Source: an optimization exercise on an open RTL-to-GDS flow (aim: a short achievable clock period, few clock cycles per item and low power). Production flows keep margins and buffers that such runs may drop. No functional check of the RTL was part of any run shown here.

==> flow/design.v, too long to show whole: its modules and the start of the top module <==
// module PID_controller: 1574 lines
// module pid_fa: 4 lines
// module pid_ha: 4 lines
module PID_controller #(
    parameter W = 16,
    parameter signed MAX_VAL = 32767,
    parameter signed MIN_VAL = -32768
)(
    input logic clk,
    input logic reset_n,
    input  logic signed [W-1:0] s_axi_tdata,
    input  logic s_axi_tvalid,
    output logic s_axi_tready,
    input  logic signed [W-1:0] Kp, Ki, Kd,
    input  logic signed [W-1:0] setpoint,
    output logic [W-1:0] m_axi_tdata,
    output logic m_axi_tvalid,
    input  logic m_axi_tready
);
  // ...
==> flow/run.sh <==
#!/bin/bash
# synth_recipe.tcl (not shown) runs the flow's synth.tcl, then flattens the netlist and writes it again
# the make line also repeats each setting of config.mk as NAME=value (left out here)
make -C /OpenROAD-flow-scripts/flow DESIGN_CONFIG=/design/flow/config.mk WORK_HOME=/design/flow/orfs CLKGATE_MAP_FILE= SYNTH_SCRIPT=/design/flow/synth_recipe.tcl finish
==> flow/config.mk <==
export PLATFORM = sky130hd
export DESIGN_NAME = PID_controller
export DESIGN_NICKNAME = PID_controller
export VERILOG_FILES = /design/flow/design.v
export SDC_FILE = /design/flow/constraint.sdc
export NUM_CORES = 4
export LEC_CHECK = 0
export ABC_CLOCK_PERIOD_IN_PS = 4000
export CAP_MARGIN = 20
export CORE_MARGIN = 2
export CORE_UTILIZATION = 40
export SETUP_SLACK_MARGIN = 3.6
export SLEW_MARGIN = 20
export SYNTH_HIERARCHICAL = 1
export SYNTH_MINIMUM_KEEP_SIZE = 0
==> flow/constraint.sdc <==
create_clock -name core_clock -period 7.5 [get_ports {clk}]
set_input_delay 1.5000 -clock core_clock [delete_from_list [all_inputs] [get_ports {clk}]]
set_output_delay 1.5000 -clock core_clock [all_outputs]
set_load 0.01 [all_outputs]
==> summary.txt, run 1 <==
total of max-cap violations 0; buffer share of cell area 4.23%; ordered cell list for the critical path fa_1 > ha_4 > a2111oi_4 > o21ai_2 > o2111a_2 > o211ai_2 > nand3b_1 > buf_6 > or4_4 > a221oi_4 > buf_12 > buf_12 > clkbuf_16 > mux2_4; metal3 WL 5.85 mm; remaining global-route overflow 0; number of filler instances in the final layout 8867; final std cells w/o fill 4633; post-synthesis average cell area 11.8 um^2; fraction of the core area covered by cells at the end of the flow 45.7%; status complete, no violations; DP Area 41100 um^2; number of cells in the design after placement 4479; global placement routability congestion 0.818; Fin Hold WS 0.419 ns; final setup violation count 0; global-route layer with the greatest usage met2; final antenna diode count 0; routed metal-1 wirelength 44.0 mm; Post-CTS Setup Inserts 23; cell mode on critical path buf_12; proportion of synthesized area in mux cells 1.45%; number of buffer and inverter instances along the worst setup path 4; clock-pin slew on the worst setup and hold paths 0.06 ns; number of enable-type register cells in the synthesized netlist 346; worst slew slack as a fraction of its limit 22.2%; Global Route Usage Sum 19.7%; fin nets 4031; cell type contributing the most total cell area after synthesis edfxtp_1; number of distinct library cells after synthesis 79; Storage cell area 13700 um^2; slack of the worst reg-to-reg path 3.34 ns; crit path capture acc[5]; synthesized cell area 39100 um^2; dominant synthesized flop cell edfxtp_1; largest contributor to cell area by class multi-input combinational cells; most repeated cell in the gate-level netlist after synthesis xnor2_1; Reg2Reg Depth 14; worst endpoint required time 8.00 ns; number of nets with antenna violations after detailed routing 0; vias after detailed routing 25257
==> inputs of run 2 (changes only) <==
--- a/flow/design.v
+++ b/flow/design.v
@@ -1522,26 +1522,31 @@
   wire fs200065, fc200066;
   pid_fa u_fs200065 (.a(acc[32]), .b(pdx[32]), .c(pdy[32]), .s(fs200065), .co(fc200066));
   wire fs200067, fc200068;
   pid_fa u_fs200067 (.a(acc[33]), .b(pdx[33]), .c(pdy[33]), .s(fs200067), .co(fc200068));
   assign ux = {fc200066, fc200064, fc200062, fc200060, fc200058, fc200056, fc200054, fc200052, fc200050, fc200048, fc200046, fc200044, fc200042, fc200040, fc200038, fc200036, fc200034, fc200032, fc200030, fc200028, fc200026, fc200024, fc200022, fc200020, fc200018, fc200016, fc200014, fc200012, fc200010, fc200008, fc200006, fc200004, hc200002, hs200001};
   assign uy = {fs200067, fs200065, fs200063, fs200061, fs200059, fs200057, fs200055, fs200053, fs200051, fs200049, fs200047, fs200045, fs200043, fs200041, fs200039, fs200037, fs200035, fs200033, fs200031, fs200029, fs200027, fs200025, fs200023, fs200021, fs200019, fs200017, fs200015, fs200013, fs200011, fs200009, fs200007, fs200005, fs200003, pdy[0]};
   wire [16:0] lo_sum = {1'b0, ux[15:0]} + {1'b0, uy[15:0]};
   wire [15:0] s_lo = lo_sum[15:0];                                    
-  wire c15 = lo_sum[15] ^ ux[15] ^ uy[15];                            
-  wire [33:15] hx = ux[33:15] ^ uy[33:15];
-  wire [33:15] ho = ux[33:15] | uy[33:15];
-  wire [33:15] ha = ux[33:15] & uy[33:15];
-  wire s_hi_zero = (&(hx[33:16] ~^ ho[32:15])) & (hx[15] ~^ c15);
-  wire s_hi_ones = (&(hx[33:16] ^ ha[32:15])) & (hx[15] ^ c15);
-  wire s_lo_zero = ~|lo_sum[14:0];
-  wire s_lo_ones = &lo_sum[14:0];
-  wire not_sat = (s_hi_zero & ~s_lo_ones) | (s_hi_ones & ~s_lo_zero);
-  wire in_range = s_hi_zero | s_hi_ones;
+  wire [15:0] lo15 = {1'b0, ux[14:0]} + {1'b0, uy[14:0]};
+  wire c15 = lo15[15];                                                
+  wire [33:0] hx = ux ^ uy;
+  wire [33:0] ho = ux | uy;
+  wire [33:0] ha = ux & uy;
+  wire hi_zero_r = &(hx[33:16] ~^ ho[32:15]);        
+  wire hi_ones_r = &(hx[33:16] ^ ha[32:15]);         
+  wire z0 = hi_zero_r & ~hx[15], z1 = hi_zero_r & hx[15];             
+  wire o0 = hi_ones_r & hx[15],  o1 = hi_ones_r & ~hx[15];            
+  wire s_lo_zero = ~hx[0] & (&(hx[14:1] ~^ ho[13:0]));                
+  wire s_lo_ones = hx[0] & (&(hx[14:1] ^ ha[13:0]));                  
+  wire ns0 = (z0 & ~s_lo_ones) | (o0 & ~s_lo_zero);
+  wire ns1 = (z1 & ~s_lo_ones) | (o1 & ~s_lo_zero);
+  wire not_sat = c15 ? ns1 : ns0;
+  wire in_range = c15 ? (z1 | o1) : (z0 | o0);
   wire [18:0] hi_sum = {1'b0, ux[32:15]} + {1'b0, uy[32:15]};
   wire c33 = hi_sum[18] | ((&hx[32:15]) & c15);
   wire s_neg = hx[33] ^ c33;
   wire [15:0] out_new = in_range ? s_lo : (s_neg ? 16'h8000 : 16'h7fff);
   wire [33:0] acc_inc = acc + ib;
   wire fire = adv & vC;
   always_ff @(posedge clk or negedge reset_n) begin
     if (!reset_n) acc <= '0;
==> flow/config.mk (replaced) <==
export PLATFORM = sky130hd
export DESIGN_NAME = PID_controller
export DESIGN_NICKNAME = PID_controller
export VERILOG_FILES = /design/flow/design.v
export SDC_FILE = /design/flow/constraint.sdc
export NUM_CORES = 4
export LEC_CHECK = 0
export CAP_MARGIN = 20
export CORE_MARGIN = 2
export CORE_UTILIZATION = 40
export SETUP_SLACK_MARGIN = 3.7
export SLEW_MARGIN = 20
export SYNTH_HIERARCHICAL = 1
export SYNTH_MINIMUM_KEEP_SIZE = 0
==> summary.txt, run 2 <==
RR Endpoint m_axi_tdata[11] (was acc[5]); hold violation count in the final report 0 (unchanged); sum of negative setup slack 0 ns (unchanged); XOR/XNOR share of the synthesized area 13.1% (was 12.9%); Global Route Usage Sum 19.8% (was 19.7%); clock insertion delay at the later pin of the skew report 0.65 ns (was 0.63 ns); worst slew slack as a fraction of its limit 36.0% (was 22.2%); worst endpoint required time 7.87 ns (was 8.00 ns); Worst Min Path Start dC[0] (unchanged); Wirelength per Cell 21.4 um (was 21.0 um); warnings from Yosys 7 (unchanged); Fmax 259 MHz (was 240 MHz); unrepaired setup endpoints after global routing true (unchanged); detailed-routing iteration count for the pre-antenna-repair pass 6 (was 8); slowest library cell on the worst path fa_2 (was fa_1); fraction of layout instances using a drive strength above 1 8.80% (was 9.71%); cell type contributing the most total cell area after synthesis edfxtp_1 (unchanged); antenna violations before repair 3 (was 1); largest net degree at the start of global routing 114 (was 155); Reg2Reg Depth 15 (was 14); synthesized-area fraction occupied by and/or/nand/nor cells 4.95% (was 4.85%); number of distinct library cells after synthesis 79 (unchanged); total of max-cap violations 0 (unchanged); # IOs 102 (unchanged); remaining global-route overflow 0 (unchanged); hold endpoint pdy[0] (unchanged); worst slack after detailed placement 2.84 ns (was 2.75 ns); Setup Skew 0.0341 ns (was 0.0225 ns); via count of the first global-routing pass 25947 (was 26264); Synth-to-Final Area Change 11.7% (was 13.2%); ordered cell list for the critical path fa_2 > inv_2 > ha_4 > xor2_2 > nand2_1 > or3b_1 > or4_4 > a211oi_4 > o21bai_4 > a221oi_4 > nand2_4 > buf_12 > buf_12 > nand2_4 > mux2_4 (was fa_1 > ha_4 > a2111oi_4 > o21ai_2 > o2111a_2 > o211ai_2 > nand3b_1 > buf_6 > or4_4 > a221oi_4 > buf_12 > buf_12 > clkbuf_16 > mux2_4); FF-to-FF Start pdx[16] (was pdy[4]); count of cells along the worst hold path 0 (unchanged); post-route fraction of the period consumed by the critical path 51.4% (was 55.5%); number of H-tree branching levels 2 (unchanged); status complete, no violations (unchanged); startpoint type of the worst setup path flop (unchanged); Worst Path Arrival 4.23 ns (was 4.66 ns); min cycle time layout 3.86 ns (was 4.16 ns); final std cell area, no fill 44200 um^2 (about the same); Synth top area share 26.3% (was 26.6%); synthesized cell area 39600 um^2 (was 39100 um^2); total wire length after detailed routing 100 mm (was 97.4 mm); most common library cell in the layout ignoring fill and taps xnor2_1 (unchanged); maximum buffer depth of the clock tree 3 (unchanged); CP peak stage delay 0.64 ns (was 0.59 ns); Post-CTS Hold Fix Bufs 0 (unchanged); dominant synthesized flop cell edfxtp_1 (unchanged); fraction of the mapped netlist area in adder cells 29.3% (was 28.5%); measured slew at the worst slew-check pin 0.961 ns (was 1.17 ns); flops & latches, synth 492 (unchanged); sequential cell area fraction in the yosys report 34.6% (was 35.0%); Post-route DRC 0 (unchanged); final setup violation count 0 (unchanged); most repeated cell in the gate-level netlist after synthesis xnor2_1 (unchanged); kind of end point of the critical path flop (unchanged); type of the setup path with the least slack reg2reg (unchanged); DP HPWL 72.1 mm (was 68.5 mm); post-synthesis average cell area 11.8 um^2 (about the same); number of buffer and inverter instances along the worst setup path 3 (was 4); top cells by area, synth edfxtp_1 26%, fa_1 22%, xnor2_1 11% (was edfxtp_1 27%, fa_1 21%, xnor2_1 11%); largest fanout on the critical path 6 (unchanged); vias per cell 5.44 (was 5.45); Initial DRC Count 2219 (was 2104); worst hold path type reg2reg (unchanged); x dimension of the die 319 um (was 317 um); vias after detailed routing 25483 (was 25257); fraction of synthesis flops using an asynchronous set or reset pin 15.0% (unchanged); full die area 101000 um^2 (was 100000 um^2); global placement routability congestion 0.881 (was 0.818); global-route wire length before repair 156 mm (was 153 mm); proportion of synthesized area in mux cells 0.784% (was 1.45%); slack of the worst reg-to-reg path 3.64 ns (was 3.34 ns); leading cell types in the layout, fill and taps excluded 515 x xnor2_1, 417 x fa_1, 384 x a22oi_1, 346 x edfxtp_1, 225 x ha_1 (was 503 x xnor2_1, 414 x fa_1, 385 x a22oi_1, 346 x edfxtp_1, 217 x ha_1); TritonCTS clock tree built (unchanged); number of nets with antenna violations after detailed routing 0 (unchanged); fin nets 4105 (was 4031); number of filler instances in the final layout 9052 (was 8867); max-slew violation count 0 (unchanged); total clock buffers created by CTS 56 (was 58); dominant combinational cell family by area after synthesis adder cells (unchanged); most used standard cells in the synthesized netlist 516 x xnor2_1, 431 x fa_1, 384 x a22oi_1 (was 505 x xnor2_1, 418 x fa_1, 385 x a22oi_1); root buffer cell clkbuf_16 (unchanged); initial cell density of the core 40.3% (was 40.4%); Cell Rows 115 (was 114); number of enable-type register cells in the synthesized netlist 346 (unchanged); core footprint 98300 um^2 (was 96700 um^2); synthesized-area fraction occupied by ao, oa, aoi and oai cells 13.0% (was 13.2%); vertical die dimension 319 um (was 317 um); DP Area 41600 um^2 (was 41100 um^2); sinks on the clock net 492 (unchanged); count of port buffers added during placement 101 (unchanged); clock-pin slew on the worst setup and hold paths 0.06 ns (about the same); Setup WS post-layout 3.64 ns (was 3.34 ns); Largest delay share family, worst path simple AND/OR/NAND/NOR gates (was compound AO/OA/AOI/OAI gates); gate count of the mapped netlist 3364 (was 3301)
==> run 2: cell types whose count changed after synthesis, sizes merged, moves of 6 or more <==
cell | before | now
inv | 147 | 178
o21ai | 138 | 150
xnor2 | 505 | 517
a2111oi | 9 | 0
mux2 | 47 | 24
nor2 | 75 | 42
a31oi | 8 | 15
nor3 | 25 | 19
fa | 418 | 431
nand2 | 120 | 174
ha | 222 | 236
a21o | 29 | 35
a21oi | 83 | 75
==> run 2: per-stage QoR <==
| stage | hold slack [ns] | cells | util (%) |
|---|---|---|---|
| after CTS | 0.423 | 4658 | 44.4 |
| final | 0.421 | 4685 | 45.0 |
| after global placement | 0.408 | 4548 | 42.3 |
| after detailed placement | 0.409 | 4548 | 42.3 |
| after floorplan | 0.400 | 3389 | - |
| after global routing | 0.423 | 4684 | 45.0 |
==> run 2: worst register-to-register path, stage by stage, from the launching register on <==
cell and delay [ns]:
edfxtp_1 0.40, fa_2 0.64, inv_2 0.06, ha_4 0.28, xor2_2 0.15, nand2_1 0.07, or3b_1 0.35, or4_4 0.52
a211oi_4 0.24, o21bai_4 0.18, a221oi_4 0.07, nand2_4 0.14, buf_12 0.11, buf_12 0.11, nand2_4 0.04, mux2_4 0.25
==> run 2: cells by family after synthesis <==
kind of cell	count (synthesis)
AOI/OAI and AO/OA	752
adders and majority gates	667
xor gates and xnor gates	590
DFF	492
buffers and inverters	444
and+or+nand+nor	393
muxes	25
other	1
==> run 2: how the worst max path moves through the flow <==
stage | from | cells past startpoint | slack [ns] | endpoint
3_5_place_dp | setpoint[0] | 14 | 2.84 | e1[16]
4_1_cts | pdy[1] | 13 | 3.58 | m_axi_tdata[15]
6_report | pdx[16] | 15 | 3.64 | m_axi_tdata[11]
2_1_floorplan | s_axi_tdata[1] | 12 | 3.74 | e1[15]
3_3_place_gp | s_axi_tdata[1] | 13 | 2.91 | e1[15]
5_1_grt | pdx[22] | 15 | 3.54 | m_axi_tdata[12]
==> run 2: area by class of cell <==
type,instances,area (um^2),area share (%)
clock inverters,33,393,0.889
repair buffers,172,1610,3.63
flip-flops and latches,492,13800,31.1
diodes,1,2.50,0.00566
clock buffers,68,1470,3.32
inverters,178,679,1.54
multi-input cells,2454,24700,55.9
well taps,1287,1610,3.64
==> run 2: what timing repair did <==
| action | 4_1_cts | 5_1_grt |
|---|---|---|
| pin swaps | 14 | 37 |
| cloned | 1 | 0 |
| endpoints found under the setup margin | 106 | 106 |
| resized for setup | 33 | 89 |
| setup buffers | 8 | 26 |
==> run 2: metal layers <==
| metal | vias up | routed length (um) | global-route usage, % |
|---|---|---|---|
| met4 | 4 | 3500 | 6.89 |
| met1 | 12764 | 44700 | 27.9 |
| met3 | 164 | 6380 | 3.08 |
| met2 | 869 | 45600 | 30.9 |
| met5 | - | 27 | 0 |
| li1 | 11682 | - | - |
==> run 2: Yosys stat by module (local to each module, per instance) <==
| module | cell area (um^2) | cells |
|---|---|---|
| PID_controller | 30600 | 2886 |
| pid_fa | 20.0 | 1 |
| pid_ha | 12.5 | 1 |

## what the ideal ports hide
Ports are ideal in the flow. The routed layouts listed here were re-timed in OpenROAD.
Step 1 (the two cells are an assumption about what drives the block):
set clk [get_ports {clk}]
set_driving_cell -lib_cell sky130_fd_sc_hd__clkbuf_16 $clk
set_driving_cell -lib_cell sky130_fd_sc_hd__buf_2 [delete_from_list [all_inputs] $clk]
Step 2 moves the port delays by t, midway between the first and last clock arrival at a register: inputs arrive t later, outputs are due t later. That takes back most of the time a late clock gives input paths.
a / b / c = ideal / step 1 / step 2; a / b = the first two.
run | shift t [ns] | setup slack, ns | worst setup path after step 2 | latest minus earliest clock arrival (ns) | pins driven straight from the clock port
run 1 | 0.682 | 3.339 / 3.339 / 3.127 | input to register | 0.023 / 0.023 | 1
run 2 | 0.695 | 3.645 / 3.645 / 3.159 | input to register | 0.035 / 0.035 | 1
After both steps setup and hold are still met in every run listed. For run 2, which loses most, drivers alone change the setup slack by 0.000 ns; drivers and shift together by -0.486 ns.
